Background: an optimization exercise with open tools, aiming at small area and a short achievable clock period. Do not read the settings as production practice. No run shown here included a check of the RTL's function; only the layout flow was run. Power figures rest on the tool's default switching activity, not on a simulated workload.

File: design.v
module halfAdder ( a ,b ,sum ,carry );
output sum ;
output carry ;
input a ;
input b ;
assign  sum = a ^ b ;  
assign  carry = a & b;
endmodule
module fullAdder (input a ,b ,cin ,
output sum ,carry );
assign  sum = a ^ b ^ cin;  
assign  carry = (a&b) | (b&cin) | (cin&a);
endmodule
module adder4( a ,b ,cin, sum ,carry );
output [3:0] sum ;
output carry ;
input [3:0] a ;
input [3:0] b ;
input cin;
wire [2:0]s;
fullAdder u0 (a[0],b[0],1'b0,sum[0],s[0]);
fullAdder u1 (a[1],b[1],s[0],sum[1],s[1]);
fullAdder u2 (a[2],b[2],s[1],sum[2],s[2]);
fullAdder u3 (a[3],b[3],s[2],sum[3],carry);
endmodule
module alpha_adder16(a,b,cin,sum,carry );
output [15:0] sum ;
output carry ;
input [15:0] a ;
input [15:0] b ;
input cin;
wire [2:0]c;
adder4 a0 (a[3:0],b[3:0],0,sum[3:0],c[0]);
adder4 a1 (a[7:4],b[7:4],c[0],sum[7:4],c[1]);
adder4 a2 (a[11:8],b[11:8],c[1],sum[11:8],c[2]);
adder4 a3 (a[15:12],b[15:12],c[2],sum[15:12],carry);
endmodule
`timescale 1ns / 1ps
module reg_in(clk,in,out);
input clk;
input [7:0]in;
output reg [7:0]out;
always@(posedge clk)
begin
	out<=in;
end
endmodule
module PPG(X,Y,p00,p01,p02,p03,p04,p05,p06,p07,p10,p11,p12,p13,p14,p15,p16,p17,p20,p21,p22,p23,p24,p25,
          p26,p27,p30,p31,p32,p33,p34,p35,p36,p37,p40,p41,p42,p43,p44,p45,p46,p47,p50,p51,p52,p53,
          p54,p55,p56,p57,p60,p61,p62,p63,p64,p65,p66,p67,p70,p71,p72,p73,p74,p75,p76,p77);
      input [7:0] X;
      input [7:0] Y;
		output p00,p01,p02,p03,p04,p05,p06,p07,p10,p11,p12,p13,p14,p15,p16,p17,p20,p21,p22,p23,p24,p25,
           p26,p27,p30,p31,p32,p33,p34,p35,p36,p37,p40,p41,p42,p43,p44,p45,p46,p47,p50,p51,p52,p53,
           p54,p55,p56,p57,p60,p61,p62,p63,p64,p65,p66,p67,p70,p71,p72,p73,p74,p75,p76,p77;
	 assign     p10 = X[1] & Y[0];
    assign     p20 = X[2] & Y[0];
    assign     p30 = X[3] & Y[0];
    assign     p40 = X[4] & Y[0];
    assign     p50 = X[5] & Y[0];
    assign     p60 = X[6] & Y[0];
    assign     p70 = X[7] & Y[0];
    assign     p01 = X[0] & Y[1];
    assign     p11 = X[1] & Y[1];
    assign     p21 = X[2] & Y[1];
    assign     p31 = X[3] & Y[1];
    assign     p41 = X[4] & Y[1];
    assign     p51 = X[5] & Y[1];
    assign     p61 = X[6] & Y[1];
    assign     p71 = X[7] & Y[1];
    assign     p00 = X[0] & Y[0];
    assign     p02 = X[0] & Y[2];
    assign     p12 = X[1] & Y[2];
    assign     p22 = X[2] & Y[2];
    assign     p32 = X[3] & Y[2];
    assign     p42 = X[4] & Y[2];
    assign     p52 = X[5] & Y[2];
    assign     p62 = X[6] & Y[2];
    assign     p72 = X[7] & Y[2];
    assign     p03 = X[0] & Y[3];
    assign     p13 = X[1] & Y[3];
    assign     p23 = X[2] & Y[3];
    assign     p33 = X[3] & Y[3];
    assign     p43 = X[4] & Y[3];
    assign     p53 = X[5] & Y[3];
    assign     p63 = X[6] & Y[3];
    assign     p73 = X[7] & Y[3];
    assign     p04 = X[0] & Y[4];
    assign     p14 = X[1] & Y[4];
    assign     p24 = X[2] & Y[4];
    assign     p34 = X[3] & Y[4];
    assign     p44 = X[4] & Y[4];
    assign     p54 = X[5] & Y[4];
    assign     p64 = X[6] & Y[4];
    assign     p74 = X[7] & Y[4];
    assign     p05 = X[0] & Y[5];
    assign     p15 = X[1] & Y[5];
    assign     p25 = X[2] & Y[5];
    assign     p35 = X[3] & Y[5];
    assign     p45 = X[4] & Y[5];
    assign     p55 = X[5] & Y[5];
    assign     p65 = X[6] & Y[5];
    assign     p75 = X[7] & Y[5];
    assign     p06 = X[0] & Y[6];
    assign     p16 = X[1] & Y[6];
    assign     p26 = X[2] & Y[6];
    assign     p36 = X[3] & Y[6];
    assign     p46 = X[4] & Y[6];
    assign     p56 = X[5] & Y[6];
    assign     p66 = X[6] & Y[6];
    assign     p76 = X[7] & Y[6];
    assign     p07 = X[0] & Y[7];
    assign     p17 = X[1] & Y[7];
    assign     p27 = X[2] & Y[7];
    assign     p37 = X[3] & Y[7];
    assign     p47 = X[4] & Y[7];
    assign     p57 = X[5] & Y[7];
    assign     p67 = X[6] & Y[7];
    assign     p77 = X[7] & Y[7];
endmodule
module PPR(p00,p01,p02,p03,p04,p05,p06,p07,p10,p11,p12,p13,p14,p15,p16,p17,p20,p21,p22,p23,p24,p25,
          p26,p27,p30,p31,p32,p33,p34,p35,p36,p37,p40,p41,p42,p43,p44,p45,p46,p47,p50,p51,p52,p53,
          p54,p55,p56,p57,p60,p61,p62,p63,p64,p65,p66,p67,p70,p71,p72,p73,p74,p75,p76,p77,row1,row2);
input     p00,p01,p02,p03,p04,p05,p06,p07,p10,p11,p12,p13,p14,p15,p16,p17,p20,p21,p22,p23,p24,p25,
          p26,p27,p30,p31,p32,p33,p34,p35,p36,p37,p40,p41,p42,p43,p44,p45,p46,p47,p50,p51,p52,p53,
          p54,p55,p56,p57,p60,p61,p62,p63,p64,p65,p66,p67,p70,p71,p72,p73,p74,p75,p76,p77;
	 output [15:0] row1;
    output [15:0] row2;	 
     wire  [42:1] s;
     wire  [42:1] c;
 	  halfAdder  h1(p60,p51,s[1],c[1]);
     fullAdder  h2(p70,p61,p52,s[2],c[2]);
     halfAdder  h3(p43,p34,s[3],c[3]);
     fullAdder  h4(p62,p53,p44,s[4],c[4]);
     halfAdder  h5(p26,p35,s[5],c[5]);
     fullAdder  h6(p36,p45,p54,s[6],c[6]);
    halfAdder  h7(p31,p40,s[7],c[7]);
    halfAdder  h8(p14,p23,s[8],c[8]);
    fullAdder  h9(p32,p50,p41,s[9],c[9]);
    fullAdder  h10(p06,p15,p24,s[10],c[10]);
    fullAdder  h11(p33,p42,s[1],s[11],c[11]);
    fullAdder  h12(p07,p16,p25,s[12],c[12]);    
    fullAdder  h13(s[2],s[3],c[1],s[13],c[13]);
    fullAdder  h14(p71,p17,s[5],s[14],c[14]);
    fullAdder  h15(c[2],s[4],c[3],s[15],c[15]);
    fullAdder  h16(p63,p27,p72 ,s[16],c[16]);
    fullAdder  h17(s[6],c[4], c[5],s[17],c[17]);
    fullAdder  h18(p55,p64,p73,s[18],c[18]);
    fullAdder  h19(p37,p46,c[6],s[19],c[19]);
    fullAdder  h20(p56,p65,p74,s[20],c[20]);
    halfAdder  h21(p21,p30,s[21],c[21]);
    fullAdder  h22(p13,p22,s[7],s[22],c[22]);
    fullAdder  h23(s[8],s[9],c[7],s[23],c[23]);
    fullAdder  h24(s[11],c[8],c[9],s[24],c[24]);
    fullAdder  h25(s[13],c[10],c[11],s[25],c[25]);
    fullAdder  h26(s[15],c[12],c[13],s[26],c[26]);
    fullAdder  h27(s[17],c[14],c[15],s[27],c[27]);
    fullAdder  h28(s[19],c[16],c[17],s[28],c[28]);
    fullAdder  h29(c[18],c[19],p47,s[29],c[29]);
    fullAdder  h30(p66,p75,c[20],s[30],c[30]);
    halfAdder  h31(p11,p20,s[31],c[31]);
    fullAdder  h32(p03,p12,s[21],s[32],c[32]);
    fullAdder  h33(p04,c[21],s[22],s[33],c[33]);
    fullAdder  h34(p05,s[23],c[22],s[34],c[34]);
    fullAdder  h35(s[10],s[24],c[23],s[35],c[35]);
    fullAdder  h36(s[12],s[25],c[24],s[36],c[36]);
    fullAdder  h37(s[14],s[26],c[25],s[37],c[37]);
    fullAdder  h38(s[16],s[27],c[26],s[38],c[38]);
    fullAdder  h40(s[18],s[28],c[27],s[39],c[39]);
    fullAdder  h41(s[20],s[29],c[28],s[40],c[40]);
    fullAdder  h42(p57,s[30],c[29],s[41],c[41]);
    fullAdder  h43(p67,p76,c[30],s[42],c[42]);
    assign row1[0] = p00;
    assign row1[1] = p01;
    assign row1[2] = p02;
    assign row1[3] = s[32];
    assign row1[4] = s[33];
    assign row1[5] = s[34];
    assign row1[6] = s[35];
    assign row1[7] = s[36];
    assign row1[8] = s[37];
    assign row1[9] = s[38];
    assign row1[10]= s[39];
    assign row1[11]= s[40];
    assign row1[12]= s[41];
    assign row1[13]= s[42];
    assign row1[14]= p77;
    assign row1[15]= 0;
    assign row2[0] = 0;
    assign row2[1] = p10;
    assign row2[2] = s[31];
    assign row2[3] = c[31];
    assign row2[4] = c[32];
    assign row2[5] = c[33];
    assign row2[6] = c[34];
    assign row2[7] = c[35];
    assign row2[8] = c[36];
    assign row2[9] = c[37];
    assign row2[10]= c[38];
    assign row2[11]= c[39];
    assign row2[12]= c[40];
    assign row2[13]= c[41];
    assign row2[14]= c[42];
    assign row2[15]= 0;
endmodule
`timescale 1ns / 1ps
module MAC( clk,reset,X,Y,reg_Pro );
  input clk,reset;
  input [7:0] X;
  input [7:0] Y;
  output reg [15:0] reg_Pro;
  wire [15:0] row1;
  wire [15:0] row2;
  wire [15:0] Pro;
  wire [15:0] t1, t2;
  wire [7:0] reg_X = X;
  wire [7:0] reg_Y = Y;
  PPG PP1(reg_X,reg_Y,p00,p01,p02,p03,p04,p05,p06,p07,p10,p11,p12,p13,p14,p15,p16,p17,p20,p21,p22,p23,p24,p25,
          p26,p27,p30,p31,p32,p33,p34,p35,p36,p37,p40,p41,p42,p43,p44,p45,p46,p47,p50,p51,p52,p53,
          p54,p55,p56,p57,p60,p61,p62,p63,p64,p65,p66,p67,p70,p71,p72,p73,p74,p75,p76,p77);
  PPR PP2(p00,p01,p02,p03,p04,p05,p06,p07,p10,p11,p12,p13,p14,p15,p16,p17,p20,p21,p22,p23,p24,p25,
          p26,p27,p30,p31,p32,p33,p34,p35,p36,p37,p40,p41,p42,p43,p44,p45,p46,p47,p50,p51,p52,p53,
          p54,p55,p56,p57,p60,p61,p62,p63,p64,p65,p66,p67,p70,p71,p72,p73,p74,p75,p76,p77,t1,t2);
  reg [15:0] reg_r1, reg_r2;
  assign row1 = reg_r1;
  assign row2 = reg_r2;
  alpha_adder16 a(row1,row2,1'b0,Pro,carry);
  always @(posedge clk) begin
    reg_r1 <= t1;
    reg_r2 <= t2;
    if (reset) reg_Pro <= 0;
    else reg_Pro <= reg_Pro + Pro;
  end
endmodule
File: standard.sh
#!/bin/bash
# synth_recipe.tcl (not shown) runs the flow's synth.tcl, then flattens the netlist and writes it again
# the make line also repeats each setting of config.mk as NAME=value (left out here)
make -C /OpenROAD-flow-scripts/flow DESIGN_CONFIG=/design/flow/config.mk WORK_HOME=/design/flow/orfs CLKGATE_MAP_FILE= SYNTH_SCRIPT=/design/flow/synth_recipe.tcl "${@:-finish}"
File: constraint.sdc
create_clock -name core_clock -period 5.5 [get_ports {clk}]
set_input_delay 1.1000 -clock core_clock [delete_from_list [all_inputs] [get_ports {clk}]]
set_output_delay 1.1000 -clock core_clock [all_outputs]
set_load 0.01 [all_outputs]
File: flow/run.sh
#!/bin/bash
# Standard ORFS layout, but synthesis keeps full adders as plain gates
# (no mapping to the library's fa/ha cells), so abc can map them for speed.
set -euo pipefail
bash standard.sh ADDER_MAP_FILE= finish > flow_make.log 2>&1
File: config.mk
export PLATFORM = sky130hd
export DESIGN_NAME = MAC
export DESIGN_NICKNAME = MAC
export VERILOG_FILES = /design/flow/design.v
export SDC_FILE = /design/flow/constraint.sdc
export NUM_CORES = 4
export LEC_CHECK = 0
export CAP_MARGIN = 20
export CORE_MARGIN = 2
export CORE_UTILIZATION = 40
export SETUP_SLACK_MARGIN = 2.0
export SLEW_MARGIN = 20
==> out/results.txt, run 1 <==
Synthesis-stage register bit count: 45
Root buffer cell: clkbuf_8
Max H-tree Level: 2
CTS resizes: 2
Gr usage total: 15.9%
Ranking of synthesized cells by area: dfxtp_1 (21%), xnor2_1 (15%), xor2_1 (8.9%)
Later-pin clock latency in the skew report: 0.30 ns
Syn Area/Cell: 7.33 sq um
# Max-Cap Violations: 0
Hold Vio Cnt, Final: 0
Final setup violation count: 0
Area of the mapped netlist: 4250 sq um
Pwr/cell area: 439 nW/um^2
Synthesized net count: 597
Die height: 107 microns
Antenna cells: 0
CTS tree: built
RSZ-0062 raised after global routing: no
Critical Path AT: 3.45 ns
Crit-path max FO: 16
First drt pass iteration count: 4
Final Max Slew Viols: 0
Net load switching power: 0.000888 W
Core ar.: 10,300 sq um
Share of layout cells above drive strength 1: 5.13%
Max incr delay on CP: 0.88 ns
Clock skew: 0.0132 ns
Worst slew pin tran: 0.684 ns
Critical Path RT: 5.68 ns
PortBufs: 33
Gate Count Post-Synth: 579
Antenna violations before repair: 0
Die X: 107 microns
HP Class: reg2reg
Cts hold-fix bufs: 0
Int Pwr: 0.00119 W
Die area: 11,500 sq um
Switching Share: 42.7%
Most frequent cells after synthesis: nand2_1 (92), xnor2_1 (75), nor2_1 (50)
Fin crit period: 3.27 ns
First-pass GRT wire length: 15,200 microns
CTS Buffer Depth: 2
Number of global-route vias before repair: 3,453
Largest net degree at the start of global routing: 21
Slew headroom: 54.3%
Sequential share of the synthesized area: 21.2%
Part of the power in the clock network: 12.5%
DR DRC count: 0
Area Growth Syn to Fin: 11.5%
Slowest cell on the critical path: clkdlybuf4s50_1
Drt first-iter violations: 92
CP Cell Sequence: clkdlybuf4s50_1, a21oi_1, nor2_1, xnor3_1, nor2_1, nand2b_1, xnor2_1, maj3_1
Gr ovfl total: 0
Post-Layout Inst Area: 4740 sq um
Leak: 1.77 nW
Type of origin of the critical path: primary input
Total CTS buffers: 5
Gpl congestion: 0.817
Antenna viol nets, final: 0
Sequential Power Share: 26.9%
Distinct cells, synth: 62
Final period utilization: 59.4%
Initial Util: 41.1%
Placed Instance Area: 4600 sq um
Peak Freq: 306 MHz
Main synth FF type: dfxtp_1
Worst path most repeated cell: nor2_1
Via density: 5.20
Most numerous cell in the Yosys netlist: nand2_1
Status: timing/DRC/antenna clean
Top Ports: 34
Dominant cell type by area after synthesis: dfxtp_1
Routed wire length: 8830 microns
Part of the power in combinational logic: 60.6%
EDFF count, synth: 0
Setup TNS: 0 ns
Max IR drop VDD: 158 uV
Nets: 602
Setup bufs post-CTS: 0
CP Capture Type: register
Core Rows: 37
Fraction of registers with async set/reset: 0%
Top cell type's share of synthesized area: 21.2%
Vias: 3,748
Critical path type: in2reg
HPWL after DPL: 6620 microns
Routed len/inst: 12.2 microns
Worst-path clk slew: 0.08 ns
Clock Sinks: 45
Yosys warns: 67
-- worst paths after layout --
kind	cells after the start	end	slack (ns)	from
worst max register to register	10	reg_Pro[15]	2.42	a.a1.b[1]
worst min-delay path	2	reg_Pro[0]	0.60	reg_Pro[0]
worst max-delay path	8	a.a2.b[1]	2.23	X[7]
worst min register to register	2	reg_Pro[0]	0.60	reg_Pro[0]
-- cell type report --
| cell class | count | area, sq um |
|---|---|---|
| clock buffer | 6 | 82.6 |
| clock inverter | 2 | 37.5 |
| fill | 1042 | 5590 |
| inverter | 13 | 48.8 |
| multi-input combinational | 486 | 3150 |
| sequential | 45 | 901 |
| tap | 136 | 170 |
| timing repair buffer | 33 | 344 |
-- power by group through the flow --
stage | combinational (W) | sequential [W] | clock [W]
after floorplan | 0.00105 | 0.000527 | 0
after global placement | 0.00124 | 0.000564 | 0
after detailed placement | 0.00126 | 0.000569 | 0
after CTS | 0.00127 | 0.000560 | 0.000274
after global routing | 0.00142 | 0.000582 | 0.000286
final | 0.00126 | 0.000560 | 0.000260
-- cell families (layout without fill, tap and decap cells) --
| family | count (synthesis) | in the layout | synth area share (%) |
|---|---|---|---|
| adders and majority gates | 26 | 26 | 6.25 |
| and+or+nand+nor | 213 | 213 | 23.3 |
| xor gates and xnor gates | 120 | 120 | 25.3 |
| buffers and inverters | 48 | 54 | 4.57 |
| DFF | 45 | 45 | 21.2 |
| AOI/OAI and AO/OA | 124 | 124 | 18.6 |
| muxes | 3 | 3 | 0.825 |
-- flip-flops by register name, summed over array words and instances (netlist names) --
signal / count
reg_Pro: 16
reg_r1: 15
a.a1.b: 4
a.a2.b: 4
a.a0.b: 3
a.a3.b: 3
-- stage by stage --
stage               setup WS (ns)  total power [W]  hold WS [ns]  util [%]  cells
floorplan                    2.50          0.00158         0.554         -    579
global placement             1.66          0.00181         0.587      44.6    713
detailed placement           1.57          0.00183         0.595      44.6    713
CTS                          2.00          0.00210         0.608      45.7    721
global route                 2.11          0.00229         0.692      45.9    721
finish                       2.23          0.00208         0.601      45.9    721
-- critical path, delay by kind of cell --
kind,cells,cell delay (ns)
xor+xnor,2,0.54
compound gates,1,0.13
fa+ha+maj,1,0.36
buf+inv,1,0.88
simple gates,3,0.43
-- metal layers --
layer	track usage, %	share of wire (%)	wire length, microns
met1	21.8	51	4510
met2	26.1	45	3970
met3	1.95	2.8	244
met4	4.82	1.1	97
met5	0	0	0
-- cell usage in the layout, fill, tap and decap left out, types with 6 or more instances in the layout --
cell type | Yosys | layout
nand2_1 | 92 | 92
xnor2_1 | 75 | 75
nor2_1 | 50 | 50
dfxtp_1 | 45 | 45
xor2_1 | 43 | 43
o21ai_0 | 38 | 38
a21oi_1 | 35 | 35
maj3_1 | 24 | 24
clkdlybuf4s50_1 | 0 | 23
and2_1 | 16 | 16
nand3_1 | 13 | 13
inv_1 | 13 | 13
nor3_1 | 10 | 10
dlymetal6s2s_1 | 0 | 8
or2_2 | 7 | 7
or3_1 | 6 | 6
nand2b_1 | 6 | 6
clkbuf_8 | 0 | 6
==> run 2: changes to the inputs <==
--- a/design.v
+++ b/design.v
@@ -206,4 +206,4 @@
 `timescale 1ns / 1ps
-module MAC( clk,reset,X,Y,reg_Pro );
-  input clk,reset;
+module MAC(clk, reset, X, Y, reg_Pro);
+  input clk, reset;
   input [7:0] X;
@@ -211,23 +211,224 @@
   output reg [15:0] reg_Pro;
-  wire [15:0] row1;
-  wire [15:0] row2;
-  wire [15:0] Pro;
-  wire [15:0] t1, t2;
-  wire [7:0] reg_X = X;
-  wire [7:0] reg_Y = Y;
-  PPG PP1(reg_X,reg_Y,p00,p01,p02,p03,p04,p05,p06,p07,p10,p11,p12,p13,p14,p15,p16,p17,p20,p21,p22,p23,p24,p25,
-          p26,p27,p30,p31,p32,p33,p34,p35,p36,p37,p40,p41,p42,p43,p44,p45,p46,p47,p50,p51,p52,p53,
-          p54,p55,p56,p57,p60,p61,p62,p63,p64,p65,p66,p67,p70,p71,p72,p73,p74,p75,p76,p77);
-  PPR PP2(p00,p01,p02,p03,p04,p05,p06,p07,p10,p11,p12,p13,p14,p15,p16,p17,p20,p21,p22,p23,p24,p25,
-          p26,p27,p30,p31,p32,p33,p34,p35,p36,p37,p40,p41,p42,p43,p44,p45,p46,p47,p50,p51,p52,p53,
-          p54,p55,p56,p57,p60,p61,p62,p63,p64,p65,p66,p67,p70,p71,p72,p73,p74,p75,p76,p77,t1,t2);
-  reg [15:0] reg_r1, reg_r2;
-  assign row1 = reg_r1;
-  assign row2 = reg_r2;
-  alpha_adder16 a(row1,row2,1'b0,Pro,carry);
+  wire p00_d = X[0] & Y[0];
+  wire p01_d = X[0] & Y[1];
+  wire p02_d = X[0] & Y[2];
+  wire p03_d = X[0] & Y[3];
+  wire p04_d = X[0] & Y[4];
+  wire p05_d = X[0] & Y[5];
+  wire p06_d = X[0] & Y[6];
+  wire p07_d = X[0] & Y[7];
+  wire p10_d = X[1] & Y[0];
+  wire p11_d = X[1] & Y[1];
+  wire p12_d = X[1] & Y[2];
+  wire p13_d = X[1] & Y[3];
+  wire p14_d = X[1] & Y[4];
+  wire p15_d = X[1] & Y[5];
+  wire p16_d = X[1] & Y[6];
+  wire p17_d = X[1] & Y[7];
+  wire p20_d = X[2] & Y[0];
+  wire p21_d = X[2] & Y[1];
+  wire p22_d = X[2] & Y[2];
+  wire p23_d = X[2] & Y[3];
+  wire p24_d = X[2] & Y[4];
+  wire p25_d = X[2] & Y[5];
+  wire p26_d = X[2] & Y[6];
+  wire p27_d = X[2] & Y[7];
+  wire p30_d = X[3] & Y[0];
+  wire p31_d = X[3] & Y[1];
+  wire p32_d = X[3] & Y[2];
+  wire p33_d = X[3] & Y[3];
+  wire p34_d = X[3] & Y[4];
+  wire p35_d = X[3] & Y[5];
+  wire p36_d = X[3] & Y[6];
+  wire p37_d = X[3] & Y[7];
+  wire p40_d = X[4] & Y[0];
+  wire p41_d = X[4] & Y[1];
+  wire p42_d = X[4] & Y[2];
+  wire p43_d = X[4] & Y[3];
+  wire p44_d = X[4] & Y[4];
+  wire p45_d = X[4] & Y[5];
+  wire p46_d = X[4] & Y[6];
+  wire p47_d = X[4] & Y[7];
+  wire p50_d = X[5] & Y[0];
+  wire p51_d = X[5] & Y[1];
+  wire p52_d = X[5] & Y[2];
+  wire p53_d = X[5] & Y[3];
+  wire p54_d = X[5] & Y[4];
+  wire p55_d = X[5] & Y[5];
+  wire p56_d = X[5] & Y[6];
+  wire p57_d = X[5] & Y[7];
+  wire p60_d = X[6] & Y[0];
+  wire p61_d = X[6] & Y[1];
+  wire p62_d = X[6] & Y[2];
+  wire p63_d = X[6] & Y[3];
+  wire p64_d = X[6] & Y[4];
+  wire p65_d = X[6] & Y[5];
+  wire p66_d = X[6] & Y[6];
+  wire p67_d = X[6] & Y[7];
+  wire p70_d = X[7] & Y[0];
+  wire p71_d = X[7] & Y[1];
+  wire p72_d = X[7] & Y[2];
+  wire p73_d = X[7] & Y[3];
+  wire p74_d = X[7] & Y[4];
+  wire p75_d = X[7] & Y[5];
+  wire p76_d = X[7] & Y[6];
+  wire p77_d = X[7] & Y[7];
+  wire s1_d = p60_d ^ p51_d;
+  wire c1_d = p60_d & p51_d;
+  wire s2_d = p70_d ^ p61_d ^ p52_d;
+  wire c2_d = (p70_d & p61_d) | (p61_d & p52_d) | (p52_d & p70_d);
+  wire s3_d = p43_d ^ p34_d;
+  wire c3_d = p43_d & p34_d;
+  wire s4_d = p62_d ^ p53_d ^ p44_d;
+  wire c4_d = (p62_d & p53_d) | (p53_d & p44_d) | (p44_d & p62_d);
+  wire s5_d = p26_d ^ p35_d;
+  wire c5_d = p26_d & p35_d;
+  wire s6_d = p36_d ^ p45_d ^ p54_d;
+  wire c6_d = (p36_d & p45_d) | (p45_d & p54_d) | (p54_d & p36_d);
+  wire s7_d = p31_d ^ p40_d;
+  wire c7_d = p31_d & p40_d;
+  wire s8_d = p14_d ^ p23_d;
+  wire c8_d = p14_d & p23_d;
+  wire s9_d = p32_d ^ p50_d ^ p41_d;
+  wire c9_d = (p32_d & p50_d) | (p50_d & p41_d) | (p41_d & p32_d);
+  wire s10_d = p06_d ^ p15_d ^ p24_d;
+  wire c10_d = (p06_d & p15_d) | (p15_d & p24_d) | (p24_d & p06_d);
+  wire s11_d = p33_d ^ p42_d ^ s1_d;
+  wire c11_d = (p33_d & p42_d) | (p42_d & s1_d) | (s1_d & p33_d);
+  wire s12_d = p07_d ^ p16_d ^ p25_d;
+  wire c12_d = (p07_d & p16_d) | (p16_d & p25_d) | (p25_d & p07_d);
+  wire s13_d = s2_d ^ s3_d ^ c1_d;
+  wire c13_d = (s2_d & s3_d) | (s3_d & c1_d) | (c1_d & s2_d);
+  wire s14_d = p71_d ^ p17_d ^ s5_d;
+  wire c14_d = (p71_d & p17_d) | (p17_d & s5_d) | (s5_d & p71_d);
+  wire s15_d = c2_d ^ s4_d ^ c3_d;
+  wire c15_d = (c2_d & s4_d) | (s4_d & c3_d) | (c3_d & c2_d);
+  wire s16_d = p63_d ^ p27_d ^ p72_d;
+  wire c16_d = (p63_d & p27_d) | (p27_d & p72_d) | (p72_d & p63_d);
+  wire s17_d = s6_d ^ c4_d ^ c5_d;
+  wire c17_d = (s6_d & c4_d) | (c4_d & c5_d) | (c5_d & s6_d);
+  wire s18_d = p55_d ^ p64_d ^ p73_d;
+  wire c18_d = (p55_d & p64_d) | (p64_d & p73_d) | (p73_d & p55_d);
+  wire s19_d = p37_d ^ p46_d ^ c6_d;
+  wire c19_d = (p37_d & p46_d) | (p46_d & c6_d) | (c6_d & p37_d);
+  wire s20_d = p56_d ^ p65_d ^ p74_d;
+  wire c20_d = (p56_d & p65_d) | (p65_d & p74_d) | (p74_d & p56_d);
+  wire s21_d = p21_d ^ p30_d;
+  wire c21_d = p21_d & p30_d;
+  wire s22_d = p13_d ^ p22_d ^ s7_d;
+  wire c22_d = (p13_d & p22_d) | (p22_d & s7_d) | (s7_d & p13_d);
+  wire s23_d = s8_d ^ s9_d ^ c7_d;
+  wire c23_d = (s8_d & s9_d) | (s9_d & c7_d) | (c7_d & s8_d);
+  wire s24_d = s11_d ^ c8_d ^ c9_d;
+  wire c24_d = (s11_d & c8_d) | (c8_d & c9_d) | (c9_d & s11_d);
+  wire s25_d = s13_d ^ c10_d ^ c11_d;
+  wire c25_d = (s13_d & c10_d) | (c10_d & c11_d) | (c11_d & s13_d);
+  wire s26_d = s15_d ^ c12_d ^ c13_d;
+  wire c26_d = (s15_d & c12_d) | (c12_d & c13_d) | (c13_d & s15_d);
+  wire s27_d = s17_d ^ c14_d ^ c15_d;
+  wire c27_d = (s17_d & c14_d) | (c14_d & c15_d) | (c15_d & s17_d);
+  wire s28_d = s19_d ^ c16_d ^ c17_d;
+  wire c28_d = (s19_d & c16_d) | (c16_d & c17_d) | (c17_d & s19_d);
+  wire s29_d = c18_d ^ c19_d ^ p47_d;
+  wire c29_d = (c18_d & c19_d) | (c19_d & p47_d) | (p47_d & c18_d);
+  wire s30_d = p66_d ^ p75_d ^ c20_d;
+  wire c30_d = (p66_d & p75_d) | (p75_d & c20_d) | (c20_d & p66_d);
+  wire s31_d = p11_d ^ p20_d;
+  wire c31_d = p11_d & p20_d;
+  wire s32_d = p03_d ^ p12_d ^ s21_d;
+  wire c32_d = (p03_d & p12_d) | (p12_d & s21_d) | (s21_d & p03_d);
+  wire s33_d = p04_d ^ c21_d ^ s22_d;
+  wire c33_d = (p04_d & c21_d) | (c21_d & s22_d) | (s22_d & p04_d);
+  wire s34_d = p05_d ^ s23_d ^ c22_d;
+  wire c34_d = (p05_d & s23_d) | (s23_d & c22_d) | (c22_d & p05_d);
+  wire s42_d = p67_d ^ p76_d ^ c30_d;
+  wire c42_d = (p67_d & p76_d) | (p76_d & c30_d) | (c30_d & p67_d);
+  wire [3:0] a0_d = {s32_d,p02_d,p01_d,p00_d} + {c31_d,s31_d,p10_d,1'b0};
+  reg c32_q, s33_q, c33_q, s34_q, c23_q, c34_q, s10_q, s24_q, c24_q, s12_q, s25_q, c25_q, s14_q, s26_q, c26_q, s16_q, s27_q, c27_q, s18_q, s28_q, c28_q, s20_q, s29_q, c29_q, p57_q, s30_q, s42_q, c42_q, p77_q;
+  reg [3:0] a0_q;
   always @(posedge clk) begin
-    reg_r1 <= t1;
-    reg_r2 <= t2;
-    if (reset) reg_Pro <= 0;
-    else reg_Pro <= reg_Pro + Pro;
+    c32_q <= c32_d;
+    s33_q <= s33_d;
+    c33_q <= c33_d;
+    s34_q <= s34_d;
+    c23_q <= c23_d;
+    c34_q <= c34_d;
+    s10_q <= s10_d;
+    s24_q <= s24_d;
+    c24_q <= c24_d;
+    s12_q <= s12_d;
+    s25_q <= s25_d;
+    c25_q <= c25_d;
+    s14_q <= s14_d;
+    s26_q <= s26_d;
+    c26_q <= c26_d;
+    s16_q <= s16_d;
+    s27_q <= s27_d;
+    c27_q <= c27_d;
+    s18_q <= s18_d;
+    s28_q <= s28_d;
+    c28_q <= c28_d;
+    s20_q <= s20_d;
+    s29_q <= s29_d;
+    c29_q <= c29_d;
+    p57_q <= p57_d;
+    s30_q <= s30_d;
+    s42_q <= s42_d;
+    c42_q <= c42_d;
+    p77_q <= p77_d;
+    a0_q <= a0_d;
+  end
+  wire c32 = c32_q;
+  wire s33 = s33_q;
+  wire c33 = c33_q;
+  wire s34 = s34_q;
+  wire c23 = c23_q;
+  wire c34 = c34_q;
+  wire s10 = s10_q;
+  wire s24 = s24_q;
+  wire c24 = c24_q;
+  wire s12 = s12_q;
+  wire s25 = s25_q;
+  wire c25 = c25_q;
+  wire s14 = s14_q;
+  wire s26 = s26_q;
+  wire c26 = c26_q;
+  wire s16 = s16_q;
+  wire s27 = s27_q;
+  wire c27 = c27_q;
+  wire s18 = s18_q;
+  wire s28 = s28_q;
+  wire c28 = c28_q;
+  wire s20 = s20_q;
+  wire s29 = s29_q;
+  wire c29 = c29_q;
+  wire p57 = p57_q;
+  wire s30 = s30_q;
+  wire s42 = s42_q;
+  wire c42 = c42_q;
+  wire p77 = p77_q;
+  wire s35 = s10 ^ s24 ^ c23;
+  wire c35 = (s10 & s24) | (s24 & c23) | (c23 & s10);
+  wire s36 = s12 ^ s25 ^ c24;
+  wire c36 = (s12 & s25) | (s25 & c24) | (c24 & s12);
+  wire s37 = s14 ^ s26 ^ c25;
+  wire c37 = (s14 & s26) | (s26 & c25) | (c25 & s14);
+  wire s38 = s16 ^ s27 ^ c26;
+  wire c38 = (s16 & s27) | (s27 & c26) | (c26 & s16);
+  wire s39 = s18 ^ s28 ^ c27;
+  wire c39 = (s18 & s28) | (s28 & c27) | (c27 & s18);
+  wire s40 = s20 ^ s29 ^ c28;
+  wire c40 = (s20 & s29) | (s29 & c28) | (c28 & s20);
+  wire s41 = p57 ^ s30 ^ c29;
+  wire c41 = (p57 & s30) | (s30 & c29) | (c29 & p57);
+  wire [15:4] row1 = {1'b0,p77,s42,s41,s40,s39,s38,s37,s36,s35,s34,s33};
+  wire [15:4] row2 = {1'b0,c42,c41,c40,c39,c38,c37,c36,c35,c34,c33,c32};
+  wire [3:0] a3 = row1[15:12] + row2[15:12];
+  wire [3:0] a2 = row1[11:8] + row2[11:8];
+  wire [3:0] a1 = row1[7:4] + row2[7:4];
+  wire [3:0] a0 = a0_q;
+  wire [15:0] approx = {a3, a2, a1, a0};
+  always @(posedge clk) begin
+    if (reset) reg_Pro <= 16'd0;
+    else reg_Pro <= reg_Pro + approx;
   end
==> run.sh (new file) <==
#!/bin/bash
# synth_recipe.tcl (not shown) runs the flow's synth.tcl, then flattens the netlist and writes it again
# the make line also repeats each setting of config.mk as NAME=value (left out here)
make -C /OpenROAD-flow-scripts/flow DESIGN_CONFIG=/design/flow/config.mk WORK_HOME=/design/flow/orfs CLKGATE_MAP_FILE= SYNTH_SCRIPT=/design/flow/synth_recipe.tcl finish
--- a/config.mk
+++ b/config.mk
@@ -10,3 +10,3 @@
 export CORE_UTILIZATION = 40
-export SETUP_SLACK_MARGIN = 2.0
+export SETUP_SLACK_MARGIN = 2.5
 export SLEW_MARGIN = 20
removed: flow/run.sh
removed: standard.sh
==> out/results.txt, run 2 <==
Final period utilization: 54.4% (-5.0 points)
Crit-path max FO: 2 (-14)
Distinct cells, synth: 39 (-37%)
Fraction of registers with async set/reset: 0% (unchanged)
Slew headroom: 41.8% (-12 points)
Clock Sinks: 49 (+8.9%)
Area Growth Syn to Fin: 20.6%
Critical Path RT: 5.70 ns (+0.02 ns)
Fillcell total: 820 (-21%)
Number of global-route vias before repair: 2,502 (-28%)
# Max-Cap Violations: 0 (unchanged)
Gpl congestion: 0.856 (+4.7%)
Drt first-iter violations: 33 (-64%)
Clock skew: 0.00903 ns (-0.00416 ns)
PortBufs: 33 (unchanged)
Met2 usage: 24.4% (-1.7 points)
Top reg by flops: reg_Pro
Commonest non-fill, non-tap cell in the layout: and2_1
Fin crit period: 2.99 ns (-0.276 ns)
Setup TNS: 0 ns (unchanged)
Type of origin of the critical path: register
Commonest cells after routing, fill and taps aside: and2_1 (53), inv_1 (49), dfxtp_1 (45)
Synthesis-stage register bit count: 49 (+8.9%)
Sequential share of the synthesized area: 27.8% (+6.6 points)
Die X: 97.9 microns (-8.5%)
Max H-tree Level: 2 (unchanged)
Share of layout cells above drive strength 1: 17.2% (+12 points)
HPWL after DPL: 5170 microns (-22%)
Initial Util: 40.9% (-0.28 points)
Top cell type's share of synthesized area: 27.8% (+6.6 points)
Most frequent cells after synthesis: and2_1 (55), inv_1 (51), dfxtp_1 (49)
Antenna viol nets, final: 0 (unchanged)
HP Class: reg2reg
Critical path type: reg2reg
Largest net degree at the start of global routing: 23 (+9.5%)
Peak Freq: 334 MHz (+9.2%)
Critical Path AT: 3.20 ns (-0.25 ns)
Final Max Slew Viols: 0 (unchanged)
Later-pin clock latency in the skew report: 0.30 ns (about the same)
Worst-path clk slew: 0.10 ns (+0.02 ns)
Max IR drop VDD: 198 uV (+25%)
Util after Layout: 49.3% (+3.4 points)
Part of the power in the clock network: 10.1% (-2.4 points)
Core Rows: 34 (-8.1%)
Root buffer cell: clkbuf_8
RSZ-0062 raised after global routing: yes
Pwr/cell area: 533 nW/um^2 (+21%)
Synthesized net count: 443 (-26%)
First-pass GRT wire length: 11,500 microns (-24%)
Switching Share: 41.9% (-0.82 points)
Main synth FF type: dfxtp_1
GR Util met1: 19.4% (-2.4 points)
Area of the mapped netlist: 3530 sq um (-17%)
Routed wire length: 6500 microns (-26%)
Die height: 97.9 microns (-8.5%)
Vias: 2,407 (-36%)
Die area: 9590 sq um (-16%)
Hold Vio Cnt, Final: 0 (unchanged)
GRT busiest layer: met2
Final setup violation count: 0 (unchanged)
DR DRC count: 0 (unchanged)
Met3 Use GR: 2.15% (+0.20 points)
Total CTS buffers: 5 (unchanged)
Antenna cells: 0 (unchanged)
Part of the power in combinational logic: 68.0% (+7.4 points)
Nets: 490 (-19%)
Status: timing/DRC/antenna clean
CTS Buffer Depth: 2 (unchanged)
Antenna violations before repair: 0 (unchanged)
Ranking of synthesized cells by area: dfxtp_1 (28%), fa_1 (23%), ha_1 (11%)
Gr usage total: 14.5% (-1.4 points)
Net load switching power: 0.000950 W (+7.0%)
Sequential Power Share: 21.9% (-5.0 points)
Pre-CTS setup slack: 1.83 ns (+0.262 ns)
Routed len/inst: 12.8 microns (+4.3%)
Top Ports: 34 (unchanged)
First drt pass iteration count: 4 (unchanged)
Number of flip-flops in the largest register: 16 (unchanged)
Yosys warns: 1 (-99%)
Worst slew pin tran: 0.870 ns (+0.186 ns)
Gr ovfl total: 0 (unchanged)
CP Capture Type: register
Int Pwr: 0.00132 W (+11%)
Core ar.: 8640 sq um (-16%)
Leak: 1.98 nW (+12%)
CTS tree: built
Dominant cell type by area after synthesis: dfxtp_1
Gate Count Post-Synth: 353 (-39%)
Worst setup margin: 2.51 ns (+0.276 ns)
Most numerous cell in the Yosys netlist: and2_1
Largest regs: reg_Pro (16), a0_q (4)
Via density: 4.73 (-9.0%)
Hold WS: 0.572 ns (-0.0281 ns)
Syn Area/Cell: 10.0 sq um (+36%)
EDFF count, synth: 0 (unchanged)
run 2: cell count changes in the layout (fill, tap and decap cells not counted), moves of 12 or more:
cell	delta
a21oi_1	-25
and2_1	+37
fa_1	+37
ha_1	+27
inv_1	+36
maj3_1	-24
nand2_1	-77
nand3_1	-12
nor2_1	-36
o21ai_0	-34
xnor2_1	-66
xor2_1	-40
run 2: final timing paths:
check	endpoint	from	depth (start not counted)	slack [ns]
min	reg_Pro[0]	a0_q[0]	2	0.57
max	reg_Pro[15]	c29_q	11	2.51
max reg2reg	reg_Pro[15]	c29_q	11	2.51
min reg2reg	reg_Pro[0]	a0_q[0]	2	0.57
run 2: cells by family (layout without fill, tap and decap cells):
logic type      count (synthesis)  count (layout)  synth area share, %
mux                             6               6                 2.02
buf+inv                        54             102                 5.78
compound gates                 53              53                 10.6
flops                          49              49                 27.8
fa+ha+maj                      72              72                 34.0
simple gates                  106             106                 16.6
xor+xnor                       13              13                 3.23
run 2: metrics by stage:
| step | total power [W] | cell area, sq um | cells |
|---|---|---|---|
| detailed placement | 0.00177 | 3980 | 491 |
| finish | 0.00227 | 4260 | 509 |
| global placement | 0.00175 | 3980 | 491 |
| floorplan | 0.00146 | 3530 | 353 |
| global route | 0.00248 | 4260 | 509 |
| CTS | 0.00217 | 4210 | 507 |
run 2: worst max-delay path: stages, from the launching register on:
cell,delay (ns)
dfxtp_2,0.33
fa_1,0.54
ha_2,0.17
inv_1,0.05
fa_2,0.35
xnor2_2,0.15
ha_1,0.30
a21o_1,0.16
a31oi_1,0.12
a21bo_2,0.24
a41oi_2,0.18
mux2_4,0.32
run 2: metal layers:
metal | up-vias | wire length, microns
met5 | - | 0
met4 | 0 | 88
met3 | 7 | 189
met2 | 39 | 2940
met1 | 1135 | 3280
li1 | 1226 | -
run 2: timing repair:
item | in CTS | in global routing
hold buffers | 0 | 0
pin swaps | 8 | 14
setup buffers | 8 | 2
setup endpoints to repair | 14 | 12
gates resized for setup | 47 | 30
run 2: final cells by class:
class                           instances  area, sq um  share of cell area, %
Sequential cell                        49          986                   23.2
Tap cell                              108          135                   3.17
Timing Repair Buffer                   43          382                   8.97
Clock buffer                            6         82.6                   1.94
Inverter                               51          191                   4.50
Clock inverter                          2         17.5                  0.412
Multi-Input combinational cell        250         2460                   57.8
run 2: power groups by stage:
stage	logic, W	clock network (W)	registers (W)
finish	0.00154	0.000229	0.000498
global placement	0.00124	0	0.000504
CTS	0.00143	0.000238	0.000499
floorplan	0.000945	0	0.000515
global route	0.00172	0.000248	0.000510
detailed placement	0.00126	0	0.000505
==> run 3: changes to the inputs <==
--- a/design.v
+++ b/design.v
@@ -425,10 +425,18 @@
   wire [15:4] row2 = {1'b0,c42,c41,c40,c39,c38,c37,c36,c35,c34,c33,c32};
-  wire [3:0] a3 = row1[15:12] + row2[15:12];
-  wire [3:0] a2 = row1[11:8] + row2[11:8];
-  wire [3:0] a1 = row1[7:4] + row2[7:4];
-  wire [3:0] a0 = a0_q;
-  wire [15:0] approx = {a3, a2, a1, a0};
+  wire [15:4] cs_s = reg_Pro[15:4] ^ row1[15:4] ^ row2[15:4];
+  wire [15:4] cs_c = (reg_Pro[15:4] & row1[15:4]) | (row1[15:4] & row2[15:4]) | (row2[15:4] & reg_Pro[15:4]);
+  wire [4:0] n0 = {1'b0, reg_Pro[3:0]} + {1'b0, a0_q};
+  wire d1 = ({1'b0, row1[7:4]} + {1'b0, row2[7:4]}) > 5'd15;
+  wire ci1 = n0[4];
+  wire [4:0] n1 = {1'b0, cs_s[7:4]} + {1'b0, cs_c[6:4], 1'b0} + {4'd0, ci1};
+  wire d2 = ({1'b0, row1[11:8]} + {1'b0, row2[11:8]}) > 5'd15;
+  wire ci2 = (cs_c[7] & ~d1) | ((cs_c[7] | ~d1) & n1[4]);
+  wire [4:0] n2 = {1'b0, cs_s[11:8]} + {1'b0, cs_c[10:8], 1'b0} + {4'd0, ci2};
+  wire d3 = ({1'b0, row1[15:12]} + {1'b0, row2[15:12]}) > 5'd15;
+  wire ci3 = (cs_c[11] & ~d2) | ((cs_c[11] | ~d2) & n2[4]);
+  wire [4:0] n3 = {1'b0, cs_s[15:12]} + {1'b0, cs_c[14:12], 1'b0} + {4'd0, ci3};
+  wire [15:0] nxt = {n3[3:0], n2[3:0], n1[3:0], n0[3:0]};
   always @(posedge clk) begin
     if (reset) reg_Pro <= 16'd0;
-    else reg_Pro <= reg_Pro + approx;
+    else reg_Pro <= nxt;
   end
==> out/results.txt, run 3 <==
Dominant cell type by area after synthesis: fa_1
Antenna cells: 0 (unchanged)
First drt pass iteration count: 3 (-1)
Die X: 95.0 microns (-2.9%)
Compound-Gate Fraction of Synth Area: 3.51% (-7.1 points)
Drt first-iter violations: 38 (+15%)
Power Total: 0.00195 W (-14%)
Hold Vio Cnt, Final: 0 (unchanged)
# Max-Cap Violations: 0 (unchanged)
EDFF count, synth: 0 (unchanged)
Later-pin clock latency in the skew report: 0.30 ns (about the same)
Fin cells: 447 (-12%)
Largest regs: reg_Pro (16), a0_q (4)
CP Capture Type: register
Area of the mapped netlist: 3320 sq um (-6.0%)
Fraction of registers with async set/reset: 0% (unchanged)
Commonest cells after routing, fill and taps aside: and2_1 (52), fa_1 (49), dfxtp_1 (46)
Placed Instance Area: 3830 sq um (-3.7%)
Top cell type's share of synthesized area: 32.0% (+4.2 points)
Type of origin of the critical path: register
Number of global-route vias before repair: 2,230 (-11%)
Critical Path AT: 4.12 ns (+0.92 ns)
Critical Path RT: 5.67 ns (-0.03 ns)
Max IR drop VDD: 202 uV (+2.4%)
Setup TNS: 0 ns (unchanged)
Leak: 1.90 nW (-4.2%)
Crit-path max FO: 2 (unchanged)
Clock skew: 0.00514 ns (-0.00389 ns)
Gate Count Post-Synth: 298 (-16%)
Worst-path clk slew: 0.09 ns (about the same)
Total CTS buffers: 5 (unchanged)
Register area: 985 sq um (-0.13%)
Core Rows: 33 (-2.9%)
Distinct cells, synth: 18 (-54%)
Gr ovfl total: 0 (unchanged)
Fin crit period: 3.95 ns (+0.954 ns)
Most frequent cells after synthesis: and2_1 (54), fa_1 (53), dfxtp_1 (49)
Worst slew pin tran: 0.728 ns (-0.142 ns)
Commonest non-fill, non-tap cell in the layout: and2_1
Ranking of synthesized cells by area: fa_1 (32%), dfxtp_1 (30%), ha_1 (11%)
Share of layout cells above drive strength 1: 15.8% (-1.4 points)
Core ar.: 8130 sq um (-5.8%)
Die height: 95.0 microns (-2.9%)
Fillcell total: 770 (-6.1%)
Placed cell count: 434 (-12%)
RSZ-0062 raised after global routing: yes
CTS Buffer Depth: 2 (unchanged)
Critical path type: reg2reg
Sequential share of the synthesized area: 29.6% (+1.8 points)
Pwr/cell area: 484 nW/um^2 (-9.1%)
Reg2reg setup slack: 1.55 ns (-0.95 ns)
Proportion of synthesized area in mux cells: 1.02% (-1.0 points)
First-pass GRT wire length: 10,400 microns (-9.9%)
Final period utilization: 71.8% (+17 points)
Gr usage total: 15.0% (+0.50 points)
Vias: 1,984 (-18%)
Top reg by flops: reg_Pro
Max H-tree Level: 2 (unchanged)
PortBufs: 33 (unchanged)
Reg2Reg Launch Point: c23_q
Nets: 441 (-10%)
CTS tree: built
Number of flip-flops in the largest register: 16 (unchanged)
Initial Util: 40.8% (-0.095 points)
Multi-input logic area: 2270 sq um (-7.7%)
Post-Synth Adder-Cell Area: 43.5% (+9.5 points)
Largest net degree at the start of global routing: 21 (-8.7%)
Post-synthesis xor/xnor area fraction: 1.85% (-1.4 points)
Final setup violation count: 0 (unchanged)
Slew headroom: 51.3% (+9.5 points)
Antenna violations before repair: 0 (unchanged)
Gpl congestion: 0.763 (-11%)
Post-Layout Inst Area: 4020 sq um (-5.5%)
Die area: 9030 sq um (-5.8%)
Clock Sinks: 49 (unchanged)
Yosys warns: 1 (unchanged)
Status: timing/DRC/antenna clean
Via density: 4.44 (-6.1%)
CP Launch Point: c23_q
Main combinational cell family by area after synthesis: adder cells
Simple-gate share of the synthesized area: 15.0% (-1.6 points)
Hold path startpoint: a0_q[0]
HP Class: reg2reg
Root buffer cell: clkbuf_8
Main synth FF type: dfxtp_1
Syn Area/Cell: 11.1 sq um (+11%)
DR DRC count: 0 (unchanged)
Peak Freq: 253 MHz (-24%)
Synthesized net count: 398 (-10%)
Final Max Slew Viols: 0 (unchanged)
Antenna viol nets, final: 0 (unchanged)
Top Ports: 34 (unchanged)
Routed wire length: 5900 microns (-9.2%)
HPWL after DPL: 4780 microns (-7.6%)
Routed len/inst: 13.2 microns (+3.4%)
Synthesis-stage register bit count: 49 (unchanged)
Most numerous cell in the Yosys netlist: and2_1
Area Growth Syn to Fin: 21.3%
-- run 3: cell types whose count changed after synthesis, sizes merged, moves of 4 or more --
cell    previous run  this run
o211ai             4         0
o21ai              7         1
o21a               5         0
a21oi             15         8
xnor2             10         4
nor3               8         0
fa                40        53
inv               51        46
nand2             16        10
-- run 3: metal layers --
metal | up-vias | GRT usage, % | wire (microns)
li1 | 984 | - | -
met1 | 963 | 21.4 | 3060
met5 | - | 0 | 0
met3 | 6 | 2.21 | 154
met4 | 0 | 3.99 | 68
met2 | 31 | 24.1 | 2630
-- run 3: worst paths after layout --
kind / depth (start not counted) / to
min: 2 / reg_Pro[0]
min reg2reg: 2 / reg_Pro[0]
max reg2reg: 18 / reg_Pro[13]
max: 18 / reg_Pro[13]
-- run 3: kinds of logic (layout without fill, tap and decap cells) --
group | after synthesis | after routing
buffers and inverters | 48 | 92
DFF | 49 | 49
and+or+nand+nor | 89 | 89
AOI/OAI and AO/OA | 18 | 18
muxes | 3 | 3
adders and majority gates | 84 | 84
xor gates and xnor gates | 7 | 7
-- run 3: area by class of cell --
type,instances,area share (%)
multi-input combinational,201,56.5
clock buffer,5,1.71
inverter,46,4.29
sequential,49,24.5
timing repair buffer,38,8.06
tap,105,3.27
clock inverter,3,1.71
-- run 3: power by group --
group	total, W	switching, W	internal (W)	leakage (nW)
Combinational	0.00113	0.000527	0.000607	1.42
Clock	0.000304	0.000121	0.000183	0.0687
Sequential	0.000511	0.0000599	0.000451	0.410
Total	0.00195	0.000708	0.00124	1.90
-- run 3: stage by stage --
| step | utilization (%) | worst slack (ns) | hold WS [ns] |
|---|---|---|---|
| 2_1_floorplan | - | 1.65 | 0.570 |
| 3_3_place_gp | 47.1 | 1.54 | 0.580 |
| 3_5_place_dp | 47.1 | 1.49 | 0.590 |
| 4_1_cts | 49.7 | 1.56 | 0.592 |
| 5_1_grt | 49.5 | 1.34 | 0.643 |
| 6_report | 49.5 | 1.55 | 0.597 |
-- run 3: repair_timing --
action	CTS	global route
setup buffers	4	1
gates resized for setup	48	21
cloned	0	0
pin swaps	10	3
endpoints found under the hold margin	0	0
endpoints found under the setup margin	21	11
hold buffers	0	0
-- run 3: worst max-delay path: stages, from the launching register on --
cell and delay [ns]:
dfxtp_2 0.33, fa_1 0.55, inv_1 0.05, fa_1 0.50
inv_2 0.05, ha_4 0.28, nand2b_4 0.06, a21oi_4 0.11
maj3_2 0.22, ha_4 0.13, inv_2 0.03, fa_2 0.34
nand2b_4 0.15, a21oi_2 0.12, maj3_2 0.21, ha_4 0.13
inv_2 0.03, fa_2 0.51, nor2_1 0.04
==> run 4: changes to the inputs <==
--- a/design.v
+++ b/design.v
@@ -343,2 +343,16 @@
   wire c34_d = (p05_d & s23_d) | (s23_d & c22_d) | (c22_d & p05_d);
+  wire s35_d = s10_d ^ s24_d ^ c23_d;
+  wire c35_d = (s10_d & s24_d) | (s24_d & c23_d) | (c23_d & s10_d);
+  wire s36_d = s12_d ^ s25_d ^ c24_d;
+  wire c36_d = (s12_d & s25_d) | (s25_d & c24_d) | (c24_d & s12_d);
+  wire s37_d = s14_d ^ s26_d ^ c25_d;
+  wire c37_d = (s14_d & s26_d) | (s26_d & c25_d) | (c25_d & s14_d);
+  wire s38_d = s16_d ^ s27_d ^ c26_d;
+  wire c38_d = (s16_d & s27_d) | (s27_d & c26_d) | (c26_d & s16_d);
+  wire s39_d = s18_d ^ s28_d ^ c27_d;
+  wire c39_d = (s18_d & s28_d) | (s28_d & c27_d) | (c27_d & s18_d);
+  wire s40_d = s20_d ^ s29_d ^ c28_d;
+  wire c40_d = (s20_d & s29_d) | (s29_d & c28_d) | (c28_d & s20_d);
+  wire s41_d = p57_d ^ s30_d ^ c29_d;
+  wire c41_d = (p57_d & s30_d) | (s30_d & c29_d) | (c29_d & p57_d);
   wire s42_d = p67_d ^ p76_d ^ c30_d;
@@ -346,3 +360,3 @@
   wire [3:0] a0_d = {s32_d,p02_d,p01_d,p00_d} + {c31_d,s31_d,p10_d,1'b0};
-  reg c32_q, s33_q, c33_q, s34_q, c23_q, c34_q, s10_q, s24_q, c24_q, s12_q, s25_q, c25_q, s14_q, s26_q, c26_q, s16_q, s27_q, c27_q, s18_q, s28_q, c28_q, s20_q, s29_q, c29_q, p57_q, s30_q, s42_q, c42_q, p77_q;
+  reg c32_q, s33_q, c33_q, s34_q, c34_q, s35_q, c35_q, s36_q, c36_q, s37_q, c37_q, s38_q, c38_q, s39_q, c39_q, s40_q, c40_q, s41_q, c41_q, s42_q, c42_q, p77_q;
   reg [3:0] a0_q;
@@ -353,24 +367,17 @@
     s34_q <= s34_d;
-    c23_q <= c23_d;
     c34_q <= c34_d;
-    s10_q <= s10_d;
-    s24_q <= s24_d;
-    c24_q <= c24_d;
-    s12_q <= s12_d;
-    s25_q <= s25_d;
-    c25_q <= c25_d;
-    s14_q <= s14_d;
-    s26_q <= s26_d;
-    c26_q <= c26_d;
-    s16_q <= s16_d;
-    s27_q <= s27_d;
-    c27_q <= c27_d;
-    s18_q <= s18_d;
-    s28_q <= s28_d;
-    c28_q <= c28_d;
-    s20_q <= s20_d;
-    s29_q <= s29_d;
-    c29_q <= c29_d;
-    p57_q <= p57_d;
-    s30_q <= s30_d;
+    s35_q <= s35_d;
+    c35_q <= c35_d;
+    s36_q <= s36_d;
+    c36_q <= c36_d;
+    s37_q <= s37_d;
+    c37_q <= c37_d;
+    s38_q <= s38_d;
+    c38_q <= c38_d;
+    s39_q <= s39_d;
+    c39_q <= c39_d;
+    s40_q <= s40_d;
+    c40_q <= c40_d;
+    s41_q <= s41_d;
+    c41_q <= c41_d;
     s42_q <= s42_d;
@@ -384,24 +391,17 @@
   wire s34 = s34_q;
-  wire c23 = c23_q;
   wire c34 = c34_q;
-  wire s10 = s10_q;
-  wire s24 = s24_q;
-  wire c24 = c24_q;
-  wire s12 = s12_q;
-  wire s25 = s25_q;
-  wire c25 = c25_q;
-  wire s14 = s14_q;
-  wire s26 = s26_q;
-  wire c26 = c26_q;
-  wire s16 = s16_q;
-  wire s27 = s27_q;
-  wire c27 = c27_q;
-  wire s18 = s18_q;
-  wire s28 = s28_q;
-  wire c28 = c28_q;
-  wire s20 = s20_q;
-  wire s29 = s29_q;
-  wire c29 = c29_q;
-  wire p57 = p57_q;
-  wire s30 = s30_q;
+  wire s35 = s35_q;
+  wire c35 = c35_q;
+  wire s36 = s36_q;
+  wire c36 = c36_q;
+  wire s37 = s37_q;
+  wire c37 = c37_q;
+  wire s38 = s38_q;
+  wire c38 = c38_q;
+  wire s39 = s39_q;
+  wire c39 = c39_q;
+  wire s40 = s40_q;
+  wire c40 = c40_q;
+  wire s41 = s41_q;
+  wire c41 = c41_q;
   wire s42 = s42_q;
@@ -409,16 +409,2 @@
   wire p77 = p77_q;
-  wire s35 = s10 ^ s24 ^ c23;
-  wire c35 = (s10 & s24) | (s24 & c23) | (c23 & s10);
-  wire s36 = s12 ^ s25 ^ c24;
-  wire c36 = (s12 & s25) | (s25 & c24) | (c24 & s12);
-  wire s37 = s14 ^ s26 ^ c25;
-  wire c37 = (s14 & s26) | (s26 & c25) | (c25 & s14);
-  wire s38 = s16 ^ s27 ^ c26;
-  wire c38 = (s16 & s27) | (s27 & c26) | (c26 & s16);
-  wire s39 = s18 ^ s28 ^ c27;
-  wire c39 = (s18 & s28) | (s28 & c27) | (c27 & s18);
-  wire s40 = s20 ^ s29 ^ c28;
-  wire c40 = (s20 & s29) | (s29 & c28) | (c28 & s20);
-  wire s41 = p57 ^ s30 ^ c29;
-  wire c41 = (p57 & s30) | (s30 & c29) | (c29 & p57);
   wire [15:4] row1 = {1'b0,p77,s42,s41,s40,s39,s38,s37,s36,s35,s34,s33};
==> out/results.txt, run 4 <==
Die X: 92.3 microns (-2.9%)
Setup TNS: 0 ns (unchanged)
HPWL after DPL: 4480 microns (-6.2%)
Worst-path clk slew: 0.08 ns (about the same)
Fillcell total: 692 (-10%)
Nets: 437 (-0.91%)
Share of layout cells above drive strength 1: 23.4% (+7.6 points)
Commonest cells after routing, fill and taps aside: dfxtp_1 (40), fa_1 (39), inv_1 (35)
Leak: 1.87 nW (-1.1%)
Largest net degree at the start of global routing: 21 (unchanged)
Critical path type: reg2reg
First-pass GRT wire length: 10,200 microns (-2.2%)
Synthesized net count: 387 (-2.8%)
Cts hold-fix bufs: 0 (unchanged)
Gr usage total: 15.1% (+0.018 points)
CTS tree: built
Antenna viol nets, final: 0 (unchanged)
CP top delay family: adder cells
Slew headroom: 45.6% (-5.8 points)
Fin cells: 440 (-1.6%)
Die height: 92.3 microns (-2.9%)
Max incr delay on CP: 0.36 ns (-0.19 ns)
Dominant cell type by area after synthesis: fa_1
Routed wire length: 5570 microns (-5.6%)
Sequential share of the synthesized area: 26.9% (-2.6 points)
Ranking of synthesized cells by area: fa_1 (34%), dfxtp_1 (27%), ha_1 (12%)
Slowest cell on the critical path: a2111o_1
Pwr/cell area: 452 nW/um^2 (-6.7%)
Number of flip-flops in the largest register: 16 (unchanged)
Top reg by flops: reg_Pro
Reg2reg setup slack: 1.62 ns (+0.06 ns)
Yosys warns: 1 (unchanged)
Hold Vio Cnt, Final: 0 (unchanged)
Critical Path AT: 4.10 ns (-0.02 ns)
First drt pass iteration count: 4 (+1)
Synthesis-stage register bit count: 42 (-14%)
Antenna cells: 0 (unchanged)
Antenna violations before repair: 0 (unchanged)
Routed len/inst: 12.7 microns (-4.1%)
Number of global-route vias before repair: 2,218 (-0.54%)
CTS Buffer Depth: 2 (unchanged)
Main synth FF type: dfxtp_1
Die area: 8520 sq um (-5.6%)
Root buffer cell: clkbuf_8
Crit-path max FO: 2 (unchanged)
Gpl congestion: 0.805 (+5.4%)
Gr ovfl total: 0 (unchanged)
Via density: 4.56 (+2.8%)
Final period utilization: 70.6% (-1.1 points)
Placed cell count: 420 (-3.2%)
Fraction of registers with async set/reset: 0% (unchanged)
Area Growth Syn to Fin: 27.2%
Crit path buffers/inverters: 2 (-2)
Area of the mapped netlist: 3120 sq um (-5.9%)
EDFF count, synth: 0 (unchanged)
Clock Sinks: 42 (-14%)
Top Ports: 34 (unchanged)
Drt first-iter violations: 23 (-39%)
Peak Freq: 257 MHz (+1.6%)
Most frequent cells after synthesis: fa_1 (53), dfxtp_1 (42), inv_1 (42)
Worst slew pin tran: 0.814 ns (+0.0861 ns)
Type of origin of the critical path: register
HP Class: reg2reg
Largest regs: reg_Pro (16), a0_q (4)
# Max-Cap Violations: 0 (unchanged)
Distinct cells, synth: 18 (unchanged)
Final setup violation count: 0 (unchanged)
Initial Util: 40.8% (+0.042 points)
Vias: 2,008 (+1.2%)
Core Rows: 32 (-3.0%)
CP Capture Type: register
Syn Area/Cell: 10.9 sq um (-2.3%)
Total CTS buffers: 5 (unchanged)
Critical Path RT: 5.72 ns (+0.05 ns)
Status: timing/DRC/antenna clean
Later-pin clock latency in the skew report: 0.29 ns (about the same)
Core ar.: 7650 sq um (-6.0%)
CP Cell Sequence: ha_4, fa_2, a21o_1, a21o_1, ha_2, inv_2, fa_2, nand2b_4, a21oi_2, maj3_2, ha_4, inv_2, fa_2, nand2b_4, a21oi_2, maj3_2, ha_4, a21o_1, a2111o_1, o21ai_1
Clock skew: 0.0120 ns (+0.00690 ns)
DR DRC count: 0 (unchanged)
Commonest non-fill, non-tap cell in the layout: dfxtp_1
Most numerous cell in the Yosys netlist: fa_1
PortBufs: 33 (unchanged)
Gate Count Post-Synth: 287 (-3.7%)
Top cell type's share of synthesized area: 34.0% (+2.0 points)
Max IR drop VDD: 189 uV (-6.9%)
Final Max Slew Viols: 0 (unchanged)
Fin crit period: 3.88 ns (-0.0627 ns)
Max H-tree Level: 2 (unchanged)
RSZ-0062 raised after global routing: yes
-- run 4: changes by cell type in the layout (fill, tap and decap cells not counted), moves of 8 or more --
cell	change
buf_6	+8
and2_1	-23
buf_2	-9
fa_1	-10
nand2_1	+16
fa_2	+10
-- run 4: metrics by stage --
| step | cell area (sq um) | worst slack (ns) | util (%) | total power [W] | hold slack [ns] |
|---|---|---|---|---|---|
| 4_1_cts | 3930 | 1.60 | 51.3 | 0.00180 | 0.607 |
| 5_1_grt | 3970 | 1.40 | 51.9 | 0.00200 | 0.638 |
| 3_5_place_dp | 3660 | 1.43 | 47.9 | 0.00144 | 0.593 |
| 6_report | 3970 | 1.62 | 51.9 | 0.00179 | 0.597 |
| 2_1_floorplan | 3220 | 1.74 | - | 0.00117 | 0.592 |
| 3_3_place_gp | 3660 | 1.44 | 47.9 | 0.00141 | 0.586 |
-- run 4: area by class of cell --
class                           count  area [sq um]  share of cell area [%]
Clock buffer                        6          82.6                    2.08
Clock inverter                      2          60.1                    1.51
Inverter                           42           158                    3.97
Multi-Input combinational cell    201          2250                    56.6
Sequential cell                    42           843                    21.2
Tap cell                          102           128                    3.21
Timing Repair Buffer               45           452                    11.4
-- run 4: worst paths after layout --
check	depth (start not counted)	endpoint	from
max	20	reg_Pro[15]	reg_Pro[0]
min reg2reg	2	reg_Pro[0]	a0_q[0]
min	2	reg_Pro[0]	a0_q[0]
max reg2reg	20	reg_Pro[15]	reg_Pro[0]
-- run 4: repair_timing --
item	in CTS	in global routing
pin swaps	13	4
cloned	0	0
buffers inserted	10	2
resized for setup	94	8
endpoints found under the setup margin	23	17
-- run 4: tightest hold or removal path, stage by stage, from the launching register on --
cell,delay [ns]
dfxtp_2,0.35
ha_4,0.12
nor2b_1,0.10
-- run 4: where the power goes --
group,internal [W],switching [W],leakage (nW)
clock,0.000194,0.000106,0.0714
combinational,0.000548,0.000461,1.45
sequential,0.000409,0.0000767,0.351
-- run 4: layer usage --
layer  global-route usage (%)  vias up  routed length, microns
met2                     24.8       29                    2610
met4                     4.23        0                      64
met1                     20.8     1002                    2750
met5                        0        -                       0
li1                         -      973                       -
met3                     2.12        4                     141
-- run 4: logic make-up (layout without fill, tap and decap cells) --
group / Yosys count / after routing / synth area share, %
AOI/OAI and AO/OA: 18 / 18 / 3.73
adders and majority gates: 84 / 84 / 46.3
muxes: 3 / 3 / 1.08
xor gates and xnor gates: 7 / 7 / 1.96
DFF: 42 / 42 / 26.9
buffers and inverters: 44 / 95 / 5.37
and+or+nand+nor: 89 / 89 / 14.6

static timing again, ports no longer ideal:
In the flow no input, the clock included, has a driving cell. The finished layouts below were timed again as built, in two steps. Step 1 assumes that a clkbuf_16 drives the clock port and a buf_2 every other input. Step 2 moves the port delays by t, midway between the first and last clock arrival at a register: inputs arrive t later, outputs are due t later. That takes back most of the time a late clock gives input paths. Slacks: no drivers / after step 1 / after step 2; pairs: no drivers / after step 1.
| run | t (ns) | slack for setup (ns) | worst setup path after step 2 | worst slew at a driven data input, ns |
|---|---|---|---|---|
| run 1 | 0.326 | 2.231 / 2.236 / 1.910 | input to register | 0.03 |
| run 2 | 0.330 | 2.506 / 2.506 / 2.220 | input to register | 0.03 |
| run 3 | 0.322 | 1.552 / 1.553 / 1.553 | register to register | 0.03 |
| run 4 | 0.315 | 1.615 / 1.615 / 1.615 | register to register | 0.05 |
After both steps every run listed still meets setup and hold. For run 1, which loses most, drivers alone change the setup slack by +0.005 ns; drivers and shift together by -0.321 ns.
